What follows belongs to an exercise in optimizing a design on an open flow for small area, a short achievable clock period and few clock cycles per item; a production flow would make more cautious choices. At most, simulation tests tie the RTL to the original design; equivalence was not proved. Only the layout flow was run in run 2; the RTL was not checked for function there.

## flow/design.v (module list and top-level ports; edited modules follow where they fit)
// module add_sub: 7 lines
// module multi: 1738 lines
// module benc: 5 lines
// module fa: 4 lines
// module ha: 4 lines
module multi #(parameter N = 32) (a,b,clk,out,load,done);
  // ...
==> flow/run.sh <==
#!/bin/bash
# synth_recipe.tcl (not shown) runs the flow's synth.tcl, then flattens the netlist and writes it again
# the make line also repeats each setting of config.mk as NAME=value (left out here)
make -C /OpenROAD-flow-scripts/flow DESIGN_CONFIG=/design/flow/config.mk WORK_HOME=/design/flow/orfs CLKGATE_MAP_FILE= SYNTH_SCRIPT=/design/flow/synth_recipe.tcl finish
==> flow/config.mk <==
export PLATFORM = sky130hd
export DESIGN_NAME = multi
export DESIGN_NICKNAME = multi
export VERILOG_FILES = /design/flow/design.v
export SDC_FILE = /design/flow/constraint.sdc
export NUM_CORES = 4
export LEC_CHECK = 0
export ABC_AREA = 1
export CAP_MARGIN = 20
export CORE_MARGIN = 2
export CORE_UTILIZATION = 50
export SETUP_SLACK_MARGIN = 0.05
export SLEW_MARGIN = 20
export SYNTH_HIERARCHICAL = 1
==> flow/constraint.sdc <==
create_clock -name core_clock -period 4.0 [get_ports {clk}]
set_input_delay 0.8000 -clock core_clock [delete_from_list [all_inputs] [get_ports {clk}]]
set_output_delay 0.8000 -clock core_clock [all_outputs]
set_load 0.01 [all_outputs]
==> notes.md, run 1 <==
top sig layer met4; Area growth syn-to-layout 29.0%; number of diodes 1; Worst setup EP type register; type of the tightest min-delay check input pin to register; GRT Total Usage 35.0%; count of cell types in the netlist 33; CTS H-tree depth 4; most common cell in the netlist nand2_1; largest family of logic cells by synthesized area adder cells; mux cell area share after synthesis 0%; number of top-level pins 131; Setup WS pre-CTS -928 ps; pins over their slew limit 0; row cnt 89; Synth Area in Compound Gates a little under an eighth; status complete, no violations; clkbuf count 18; hold buffer count at cts 0; Starting Density between 50% and 60%; max_slew headroom 49.4%; clk root buf clkbuf_16; Crit path max-delay family adder cells; Biggest register r; EDFF count, synth 153; crit path capture r[46]$_DFFE_PP_; slowest stage cell, crit path fa_1; signal buffers share of area between 10% and 20%; top cell category multi-input gates
Testbench counts, summed over its fixed seeds: cycles 2,048, items 2,048.
==> run 2, diff against run 1 <==
--- a/flow/design.v
+++ b/flow/design.v
@@ -5,17 +5,17 @@
 input cin;
 assign add = a + b + cin;
 endmodule
 module multi #(parameter N = 32) (a,b,clk,out,load,done);
   input [N-1:0] a,b;
   input clk,load;
   output [2*N-1:0] out;
   output done;
-  reg [152:0] r;
+  reg [146:0] r;
   reg dn;
   wire neg0 = b[1];
   wire one0_0, two0_0, ng0_0;
   benc ue0_0 (b[1], b[0], 1'b0, one0_0, two0_0, ng0_0);
   wire one0_1, two0_1, ng0_1;
   benc ue0_1 (b[1], b[0], 1'b0, one0_1, two0_1, ng0_1);
   wire neg1 = b[3];
   wire one1_0, two1_0, ng1_0;
@@ -1489,16 +1489,28 @@
   wire s867, c868;
   fa us867 (s751, s563, c750, s867, c868);
   wire s869, c870;
   fa us869 (s753, s567, c752, s869, c870);
   wire s871, c872;
   fa us871 (s755, s571, c754, s871, c872);
   wire s873, c874;
   fa us873 (s757, s575, c756, s873, c874);
+  wire s875, c876;
+  fa us875 (s759, s579, c758, s875, c876);
+  wire s877, c878;
+  fa us877 (s761, s583, c760, s877, c878);
+  wire s879, c880;
+  fa us879 (s763, s587, c762, s879, c880);
+  wire s925, c926;
+  fa us925 (c808, s679, s809, s925, c926);
+  wire s929, c930;
+  fa us929 (c812, s687, s813, s929, c930);
+  wire s931, c932;
+  fa us931 (s815, s691, c814, s931, c932);
   wire s933, c934;
   fa us933 (c816, c692, s817, s933, c934);
   wire s935, c936;
   fa us935 (c818, c696, s819, s935, c936);
   wire s937, c938;
   fa us937 (s821, s703, c820, s937, c938);
   wire s939, c940;
   fa us939 (s823, c704, c822, s939, c940);
@@ -1518,233 +1530,215 @@
   fa us953 (s837, p15_28, c836, s953, c954);
   wire s955, c956;
   fa us955 (c838, p15_29, s839, s955, c956);
   wire s957, c958;
   fa us957 (p15_30, c840, p14_32, s957, c958);
   always @(posedge clk) begin
     if (load) begin
       dn <= 1'b1;
-      r[0] <= s579;
-      r[1] <= c758;
-      r[2] <= s759;
-      r[3] <= s583;
-      r[4] <= c760;
-      r[5] <= s761;
-      r[6] <= s587;
-      r[7] <= c762;
-      r[8] <= s763;
-      r[9] <= s591;
-      r[10] <= c764;
-      r[11] <= s765;
-      r[12] <= s595;
-      r[13] <= c766;
-      r[14] <= s767;
-      r[15] <= s599;
-      r[16] <= c768;
-      r[17] <= s769;
-      r[18] <= s603;
-      r[19] <= c770;
-      r[20] <= s771;
-      r[21] <= s607;
-      r[22] <= c772;
-      r[23] <= s773;
-      r[24] <= s611;
-      r[25] <= c774;
-      r[26] <= s775;
-      r[27] <= s615;
-      r[28] <= c776;
-      r[29] <= s777;
-      r[30] <= s619;
-      r[31] <= c778;
-      r[32] <= s779;
-      r[33] <= s623;
-      r[34] <= c780;
-      r[35] <= s781;
-      r[36] <= s627;
-      r[37] <= c782;
-      r[38] <= s783;
-      r[39] <= s631;
-      r[40] <= c784;
-      r[41] <= s785;
-      r[42] <= s635;
-      r[43] <= c786;
-      r[44] <= s787;
-      r[45] <= s639;
-      r[46] <= c788;
-      r[47] <= s789;
-      r[48] <= s643;
-      r[49] <= c790;
-      r[50] <= s791;
-      r[51] <= s647;
-      r[52] <= c792;
-      r[53] <= s793;
-      r[54] <= s651;
-      r[55] <= c794;
-      r[56] <= s795;
-      r[57] <= s655;
-      r[58] <= c796;
-      r[59] <= s797;
-      r[60] <= c656;
-      r[61] <= s799;
-      r[62] <= c798;
-      r[63] <= s663;
-      r[64] <= s801;
-      r[65] <= c800;
-      r[66] <= s667;
-      r[67] <= c802;
-      r[68] <= s803;
-      r[69] <= s671;
-      r[70] <= c804;
-      r[71] <= s805;
-      r[72] <= s675;
-      r[73] <= c806;
-      r[74] <= s807;
-      r[75] <= s679;
-      r[76] <= s809;
-      r[77] <= c808;
-      r[78] <= s683;
-      r[79] <= c810;
-      r[80] <= s811;
-      r[81] <= s687;
-      r[82] <= s813;
-      r[83] <= c812;
-      r[84] <= s691;
-      r[85] <= c814;
-      r[86] <= s815;
-      r[87] <= p15_31;
-      r[88] <= neg0;
-      r[89] <= p0_0;
-      r[90] <= p0_1;
-      r[91] <= s841;
-      r[92] <= p1_0;
-      r[93] <= c842;
-      r[94] <= s843;
-      r[95] <= c844;
-      r[96] <= s845;
-      r[97] <= c846;
-      r[98] <= s847;
-      r[99] <= c848;
-      r[100] <= s849;
-      r[101] <= c850;
-      r[102] <= s851;
-      r[103] <= c852;
-      r[104] <= s853;
-      r[105] <= c854;
-      r[106] <= s855;
-      r[107] <= c856;
-      r[108] <= s857;
-      r[109] <= c858;
-      r[110] <= s859;
-      r[111] <= c860;
-      r[112] <= s861;
-      r[113] <= c862;
-      r[114] <= s863;
-      r[115] <= c864;
-      r[116] <= s865;
-      r[117] <= c866;
-      r[118] <= s867;
-      r[119] <= c868;
-      r[120] <= s869;
-      r[121] <= c870;
-      r[122] <= s871;
-      r[123] <= c872;
-      r[124] <= s873;
-      r[125] <= c874;
-      r[126] <= s933;
-      r[127] <= c934;
-      r[128] <= s935;
-      r[129] <= c936;
-      r[130] <= s937;
-      r[131] <= c938;
-      r[132] <= s939;
-      r[133] <= c940;
-      r[134] <= s941;
-      r[135] <= c942;
-      r[136] <= s943;
-      r[137] <= c944;
-      r[138] <= s945;
-      r[139] <= c946;
-      r[140] <= s947;
-      r[141] <= c948;
-      r[142] <= s949;
-      r[143] <= c950;
-      r[144] <= s951;
-      r[145] <= c952;
-      r[146] <= s953;
-      r[147] <= c954;
-      r[148] <= s955;
-      r[149] <= c956;
-      r[150] <= s957;
-      r[151] <= c958;
-      r[152] <= p15_32;
+      r[0] <= s591;
+      r[1] <= c764;
+      r[2] <= s765;
+      r[3] <= s595;
+      r[4] <= c766;
+      r[5] <= s767;
+      r[6] <= s599;
+      r[7] <= c768;
+      r[8] <= s769;
+      r[9] <= s603;
+      r[10] <= c770;
+      r[11] <= s771;
+      r[12] <= s607;
+      r[13] <= c772;
+      r[14] <= s773;
+      r[15] <= s611;
+      r[16] <= c774;
+      r[17] <= s775;
+      r[18] <= s615;
+      r[19] <= c776;
+      r[20] <= s777;
+      r[21] <= s619;
+      r[22] <= c778;
+      r[23] <= s779;
+      r[24] <= s623;
+      r[25] <= c780;
+      r[26] <= s781;
+      r[27] <= s627;
+      r[28] <= c782;
+      r[29] <= s783;
+      r[30] <= s631;
+      r[31] <= c784;
+      r[32] <= s785;
+      r[33] <= s635;
+      r[34] <= c786;
+      r[35] <= s787;
+      r[36] <= s639;
+      r[37] <= c788;
+      r[38] <= s789;
+      r[39] <= s643;
+      r[40] <= c790;
+      r[41] <= s791;
+      r[42] <= s647;
+      r[43] <= c792;
+      r[44] <= s793;
+      r[45] <= s651;
+      r[46] <= c794;
+      r[47] <= s795;
+      r[48] <= s655;
+      r[49] <= c796;
+      r[50] <= s797;
+      r[51] <= c656;
+      r[52] <= s799;
+      r[53] <= c798;
+      r[54] <= s663;
+      r[55] <= s801;
+      r[56] <= c800;
+      r[57] <= s667;
+      r[58] <= c802;
+      r[59] <= s803;
+      r[60] <= s671;
+      r[61] <= c804;
+      r[62] <= s805;
+      r[63] <= s675;
+      r[64] <= c806;
+      r[65] <= s807;
+      r[66] <= s683;
+      r[67] <= c810;
+      r[68] <= s811;
+      r[69] <= p15_31;
+      r[70] <= neg0;
+      r[71] <= p0_0;
+      r[72] <= p0_1;
+      r[73] <= s841;
+      r[74] <= p1_0;
+      r[75] <= c842;
+      r[76] <= s843;
+      r[77] <= c844;
+      r[78] <= s845;
+      r[79] <= c846;
+      r[80] <= s847;
+      r[81] <= c848;
+      r[82] <= s849;
+      r[83] <= c850;
+      r[84] <= s851;
+      r[85] <= c852;
+      r[86] <= s853;
+      r[87] <= c854;
+      r[88] <= s855;
+      r[89] <= c856;
+      r[90] <= s857;
+      r[91] <= c858;
+      r[92] <= s859;
+      r[93] <= c860;
+      r[94] <= s861;
+      r[95] <= c862;
+      r[96] <= s863;
+      r[97] <= c864;
+      r[98] <= s865;
+      r[99] <= c866;
+      r[100] <= s867;
+      r[101] <= c868;
+      r[102] <= s869;
+      r[103] <= c870;
+      r[104] <= s871;
+      r[105] <= c872;
+      r[106] <= s873;
+      r[107] <= c874;
+      r[108] <= s875;
+      r[109] <= c876;
+      r[110] <= s877;
+      r[111] <= c878;
+      r[112] <= s879;
+      r[113] <= c880;
+      r[114] <= s925;
+      r[115] <= c926;
+      r[116] <= s929;
+      r[117] <= c930;
+      r[118] <= s931;
+      r[119] <= c932;
+      r[120] <= s933;
+      r[121] <= c934;
+      r[122] <= s935;
+      r[123] <= c936;
+      r[124] <= s937;
+      r[125] <= c938;
+      r[126] <= s939;
+      r[127] <= c940;
+      r[128] <= s941;
+      r[129] <= c942;
+      r[130] <= s943;
+      r[131] <= c944;
+      r[132] <= s945;
+      r[133] <= c946;
+      r[134] <= s947;
+      r[135] <= c948;
+      r[136] <= s949;
+      r[137] <= c950;
+      r[138] <= s951;
+      r[139] <= c952;
+      r[140] <= s953;
+      r[141] <= c954;
+      r[142] <= s955;
+      r[143] <= c956;
+      r[144] <= s957;
+      r[145] <= c958;
+      r[146] <= p15_32;
     end
   end
-  wire s875, c876;
-  fa us875 (r[2], r[0], r[1], s875, c876);
-  wire s877, c878;
-  fa us877 (r[5], r[3], r[4], s877, c878);
-  wire s879, c880;
-  fa us879 (r[8], r[6], r[7], s879, c880);
   wire s881, c882;
-  fa us881 (r[11], r[9], r[10], s881, c882);
+  fa us881 (r[2], r[0], r[1], s881, c882);
   wire s883, c884;
-  fa us883 (r[14], r[12], r[13], s883, c884);
+  fa us883 (r[5], r[3], r[4], s883, c884);
   wire s885, c886;
-  fa us885 (r[17], r[15], r[16], s885, c886);
+  fa us885 (r[8], r[6], r[7], s885, c886);
   wire s887, c888;
-  fa us887 (r[20], r[18], r[19], s887, c888);
+  fa us887 (r[11], r[9], r[10], s887, c888);
   wire s889, c890;
-  fa us889 (r[23], r[21], r[22], s889, c890);
+  fa us889 (r[14], r[12], r[13], s889, c890);
   wire s891, c892;
-  fa us891 (r[26], r[24], r[25], s891, c892);
+  fa us891 (r[17], r[15], r[16], s891, c892);
   wire s893, c894;
-  fa us893 (r[29], r[27], r[28], s893, c894);
+  fa us893 (r[20], r[18], r[19], s893, c894);
   wire s895, c896;
-  fa us895 (r[32], r[30], r[31], s895, c896);
+  fa us895 (r[23], r[21], r[22], s895, c896);
   wire s897, c898;
-  fa us897 (r[35], r[33], r[34], s897, c898);
+  fa us897 (r[26], r[24], r[25], s897, c898);
   wire s899, c900;
-  fa us899 (r[38], r[36], r[37], s899, c900);
+  fa us899 (r[29], r[27], r[28], s899, c900);
   wire s901, c902;
-  fa us901 (r[41], r[39], r[40], s901, c902);
+  fa us901 (r[32], r[30], r[31], s901, c902);
   wire s903, c904;
-  fa us903 (r[44], r[42], r[43], s903, c904);
+  fa us903 (r[35], r[33], r[34], s903, c904);
   wire s905, c906;
-  fa us905 (r[47], r[45], r[46], s905, c906);
+  fa us905 (r[38], r[36], r[37], s905, c906);
   wire s907, c908;
-  fa us907 (r[50], r[48], r[49], s907, c908);
+  fa us907 (r[41], r[39], r[40], s907, c908);
   wire s909, c910;
-  fa us909 (r[53], r[51], r[52], s909, c910);
+  fa us909 (r[44], r[42], r[43], s909, c910);
   wire s911, c912;
-  fa us911 (r[56], r[54], r[55], s911, c912);
+  fa us911 (r[47], r[45], r[46], s911, c912);
   wire s913, c914;
-  fa us913 (r[59], r[57], r[58], s913, c914);
+  fa us913 (r[50], r[48], r[49], s913, c914);
   wire s915, c916;
-  fa us915 (r[62], r[60], r[61], s915, c916);
+  fa us915 (r[53], r[51], r[52], s915, c916);
   wire s917, c918;
-  fa us917 (r[65], r[63], r[64], s917, c918);
+  fa us917 (r[56], r[54], r[55], s917, c918);
   wire s919, c920;
-  fa us919 (r[68], r[66], r[67], s919, c920);
+  fa us919 (r[59], r[57], r[58], s919, c920);
   wire s921, c922;
-  fa us921 (r[71], r[69], r[70], s921, c922);
+  fa us921 (r[62], r[60], r[61], s921, c922);
   wire s923, c924;
-  fa us923 (r[74], r[72], r[73], s923, c924);
-  wire s925, c926;
-  fa us925 (r[77], r[75], r[76], s925, c926);
+  fa us923 (r[65], r[63], r[64], s923, c924);
   wire s927, c928;
-  fa us927 (r[80], r[78], r[79], s927, c928);
-  wire s929, c930;
-  fa us929 (r[83], r[81], r[82], s929, c930);
-  wire s931, c932;
-  fa us931 (r[86], r[84], r[85], s931, c932);
-  wire s959 = ~r[87];
-  wire c960 = r[87];
-  wire [2*N-1:0] x0 = {1'b1, c960, r[151], r[149], r[147], r[145], r[143], r[141], r[139], r[137], r[135], r[133], r[131], r[129], r[127], c932, c930, c928, c926, c924, c922, c920, c918, c916, c914, c912, c910, c908, c906, c904, c902, c900, c898, c896, c894, c892, c890, c888, c886, c884, c882, c880, c878, c876, r[125], r[123], r[121], r[119], r[117], r[115], r[113], r[111], r[109], r[107], r[105], r[103], r[101], r[99], r[97], r[95], r[93], r[91], r[90], r[88]};
-  wire [2*N-1:0] x1 = {1'b0, r[152], s959, r[150], r[148], r[146], r[144], r[142], r[140], r[138], r[136], r[134], r[132], r[130], r[128], r[126], s931, s929, s927, s925, s923, s921, s919, s917, s915, s913, s911, s909, s907, s905, s903, s901, s899, s897, s895, s893, s891, s889, s887, s885, s883, s881, s879, s877, s875, r[124], r[122], r[120], r[118], r[116], r[114], r[112], r[110], r[108], r[106], r[104], r[102], r[100], r[98], r[96], r[94], r[92], 1'b0, r[89]};
+  fa us927 (r[68], r[66], r[67], s927, c928);
+  wire s959 = ~r[69];
+  wire c960 = r[69];
+  wire [2*N-1:0] x0 = {1'b1, c960, r[145], r[143], r[141], r[139], r[137], r[135], r[133], r[131], r[129], r[127], r[125], r[123], r[121], r[119], r[117], c928, r[115], c924, c922, c920, c918, c916, c914, c912, c910, c908, c906, c904, c902, c900, c898, c896, c894, c892, c890, c888, c886, c884, c882, r[113], r[111], r[109], r[107], r[105], r[103], r[101], r[99], r[97], r[95], r[93], r[91], r[89], r[87], r[85], r[83], r[81], r[79], r[77], r[75], r[73], r[72], r[70]};
+  wire [2*N-1:0] x1 = {1'b0, r[146], s959, r[144], r[142], r[140], r[138], r[136], r[134], r[132], r[130], r[128], r[126], r[124], r[122], r[120], r[118], r[116], s927, r[114], s923, s921, s919, s917, s915, s913, s911, s909, s907, s905, s903, s901, s899, s897, s895, s893, s891, s889, s887, s885, s883, s881, r[112], r[110], r[108], r[106], r[104], r[102], r[100], r[98], r[96], r[94], r[92], r[90], r[88], r[86], r[84], r[82], r[80], r[78], r[76], r[74], 1'b0, r[71]};
   assign out = x0 + x1;
   assign done = dn;
 endmodule
 module benc (input b1, input b0, input bm1, output one, output two, output neg);
   assign one = b0 ^ bm1;
   assign two = (b1 & ~b0 & ~bm1) | (~b1 & b0 & bm1);
   assign neg = b1;
 endmodule
==> flow/config.mk (replaced) <==
export PLATFORM = sky130hd
export DESIGN_NAME = multi
export DESIGN_NICKNAME = multi
export VERILOG_FILES = /design/flow/design.v
export SDC_FILE = /design/flow/constraint.sdc
export NUM_CORES = 4
export LEC_CHECK = 0
export ABC_AREA = 1
export CAP_MARGIN = 20
export CORE_MARGIN = 2
export CORE_UTILIZATION = 50
export SETUP_SLACK_MARGIN = 0.1
export SLEW_MARGIN = 20
export SYNTH_HIERARCHICAL = 1
==> notes.md, run 2 <==
final worst slack -68.6 ps (was 66.8 ps); Vias/cell 5.84 (was 5.74); drt first pass iters 6 (unchanged); most frequent CP cell fa_2 (was fa_1); adder and majority gate portion of the synthesized area 33.2% (was 33.0%); nets 4622 (was 4547); initial drt markers 2918 (was 2404); vias in the first global route 28213 (was 27418); status finished with violations (was complete, no violations); Starting Density 50.6% (was 50.8%); most common library cell in the layout ignoring fill and taps nand2_1 (unchanged); most common cell in the netlist nand2_1 (unchanged); Biggest register r (unchanged); Async S/R FF share, synth 0% (unchanged); DR WL/cell 24.2 µm (was 23.2 µm); WHS 864 ps (was 825 ps); RSZ-0062 raised after global routing true (unchanged); Die ar. 61700 µm² (was 62100 µm²); type of the tightest min-delay check input pin to register (unchanged); syn_area_per_cell 8.42 µm² (was 8.46 µm²); number of buffers created by CTS 17 (unchanged); mux cell area share after synthesis 0% (unchanged); Main synth FF type edfxtp_1 (unchanged); layout cells sized above 1 31.2% (was 26.3%); CTS H-tree depth 4 (unchanged); Synth area leaders fa_1 28%, xor2_1 17%, edfxtp_1 15% (unchanged); worst path cell trace buf_8, buf_8, xor2_4, clkinvlp_4, o22ai_2, xor2_1, fa_1, fa_2, fa_1, fa_2, fa_2 (was clkdlybuf4s50_1, inv_1, buf_12, o22ai_1, xor2_1, fa_1, fa_1, fa_1, fa_2, fa_2); CP max stage delay 560 ps (was 510 ps); top post-synthesis cells by count 642 x nand2_1, 571 x xor2_1, 536 x inv_1, 496 x o22ai_1, 425 x fa_1 (unchanged); total global routing overflow 0 (unchanged); clk root buf clkbuf_16 (unchanged); crit path launch type input pin (unchanged); Max-Cap Viols 0 (unchanged); Setup WS pre-CTS -903 ps (was -928 ps); Synth Register Bits 147 (was 153); core area 59000 µm² (was 59200 µm²); worst-margin pin slew 823 ps (was 751 ps); crit path kind input pin to register (unchanged); final wirelength 116 mm (was 110 mm); IO buf count 129 (unchanged); Synth top area share 28.5% (was 28.3%); # fillers 4670 (was 4952); Die X 248 µm (was 249 µm); largest family of logic cells by synthesized area adder cells (unchanged); Final HPWL DP 88.3 mm (was 88.4 mm); min cycle time layout 4070 ps (was 3930 ps); Syn. warnings 7 (unchanged); CP max FO 5 (was 13); GRT Total Usage 36.9% (was 35.0%); row cnt 89 (unchanged); max_slew headroom 45.2% (was 49.4%); number of top-level pins 131 (unchanged); Area growth syn-to-layout 34.6% (was 29.0%); required time of the critical path 4180 ps (was 4170 ps); count of cell types in the netlist 33 (unchanged); EDFF count, synth 147 (was 153); Worst setup EP type register (unchanged); CTS tree built (unchanged); first-pass GRT wire length 173 mm (was 165 mm); Synth Area in Compound Gates 11.7% (was 11.6%); area share of and/or/nand/nor cells after synthesis 12.4% (about the same); Fin. Hold Viols 0 (unchanged); Post-DP Area 34900 µm² (was 35000 µm²); die height 248 µm (was 249 µm); CTS sink cnt 147 (was 153); Final Setup Violations 7 (was 0); most frequent cells in the layout 561 x nand2_1, 493 x xor2_1, 452 x inv_1, 431 x buf_4, 383 x o22ai_1 (was 590 x nand2_1, 519 x xor2_1, 481 x inv_1, 395 x o22ai_1, 389 x buf_4); Tcrit/Tclk final 102% (was 98.3%); Mapped Cells 3550 (was 3556); max reg flops 147 (was 153); RD Place Congestion 0.997 (was 0.978); Mapped Area 29900 µm² (was 30100 µm²); Setup TNS -192 ps (was 0 ps); CTS max path bufs 2 (unchanged); Post-Layout Inst Area 40200 µm² (was 38800 µm²); crit path DAT 4250 ps (was 4100 ps); antenna violations before repair 6 (was 1); xor-xnor portion of the synthesized cell area 17.3% (was 17.2%); clk slew on worst S/H paths 60 ps (about the same); largest registers r x147 (was r x153); pins over their slew limit 0 (unchanged); Achievable Freq 246 MHz (was 254 MHz); Seq/Total Area, Yosys 14.8% (was 15.3%); largest net degree at the start of global routing 78 (was 66); dominant cell type by area after synthesis fa_1 (unchanged); via count 28043 (was 27143); Final ANT Viol Nets 0 (unchanged); slowest stage cell, crit path fa_2 (was fa_1); layout check faults negative setup slack; drc violations 0 (unchanged)
[run 2: cell types whose count changed after synthesis, sizes merged]
cell    previous run  this run
edfxtp           153       147
[run 2: final cells by class]
type	count	area (µm²)	area share (%)
well taps	773	967	2.40
multi-input cells	2609	25200	62.7
repair buffers	695	6840	17.0
clock inverters	14	186	0.463
inverters	543	2120	5.28
clock buffers	17	425	1.06
repair inverters	6	45.0	0.112
diodes	1	2.50	0.00622
flip-flops and latches	147	4410	11.0
[run 2: critical path, delay by kind of cell]
| family | cells | cell delay [ps] |
|---|---|---|
| AO/OA/AOI/OAI | 1 | 190 |
| XOR/XNOR | 2 | 510 |
| adder cells (fa/ha/maj) | 5 | 2280 |
| buffers and inverters | 3 | 480 |
[run 2: metrics by stage]
step	std cells	util (%)
global route	4804	68.2
floorplan	3555	-
detailed placement	4604	59.1
global placement	4604	59.1
finish	4805	68.2
CTS	4764	65.1
[run 2: per-layer routing]
metal,vias to the layer above,GRT usage [%],wire (µm),share of wire (%)
met1,13652,51.6,46800,40
met3,330,7.53,12700,11
met4,8,15.2,5650,4.9
met5,-,0,48,0.041
met2,1744,56.0,51000,44
li1,12309,-,-,-
[run 2: path summary, 6_finish.rpt]
kind | start | to | cells after the start
setup / recovery | b[4] | r[26]$_DFFE_PP_ | 11
hold / removal | load | r[135]$_DFFE_PP_ | 1
[run 2: what timing repair did]
item                                   4_1_cts  5_1_grt
hold buffers                                 0        0
gates cloned                                20        4
setup endpoints to repair                  136      102
pin swaps                                  144      176
buffers inserted                           109       37
endpoints found under the hold margin        0        0
resized for setup                          502      415
[run 2: cell families (layout without fill, tap and decap cells)]
group	after synthesis	count (layout)
flip-flops	147	147
AND/OR/NAND/NOR	905	905
XOR/XNOR	591	591
buffers and inverters	799	1275
AO/OA/AOI/OAI	569	569
adder cells (fa/ha/maj)	537	537
other	2	8
[run 2: per-module statistics from Yosys, one instance, submodules excluded]
module,cell area (µm²),times used,cells,flops+latches
ha,12.5,39,1,0
benc,41.3,32,8,0
multi,19600,1,2830,147
fa,20.0,425,1,0

## static timing again, ports no longer ideal
The results above use ideal ports. As a check the final layouts listed here were re-extracted and re-timed, cells and wires unchanged. Step 1 sets driving cells, clkbuf_16 on the clock port and buf_2 on the other inputs (assumed; they add their load-dependent delay and slew). Step 2 times the ports against the registers' clock, not the clock port: input delays grow and output delays shrink by t, the midpoint of the rising clock arrivals with the driver on. a / b / c = no drivers / after step 1 / after step 2; a / b = the first two.
| run | shift t [ns] | setup slack, ns | worst setup path after step 2 | worst data-port slew with drivers (ns) | cell pins on the clock port's net |
|---|---|---|---|---|---|
| run 1 | 0.494 | 0.067 / 0.054 / -0.440 | input to register | 0.07 | 1 |
| run 2 | 0.495 | -0.069 / -0.054 / -0.549 | input to register | 0.13 | 1 |
Met with ideal ports but missed after step 2: setup timing in run 1. The setup slack of run 1, which loses most, moves by -0.013 ns with the drivers and by -0.507 ns with both steps.
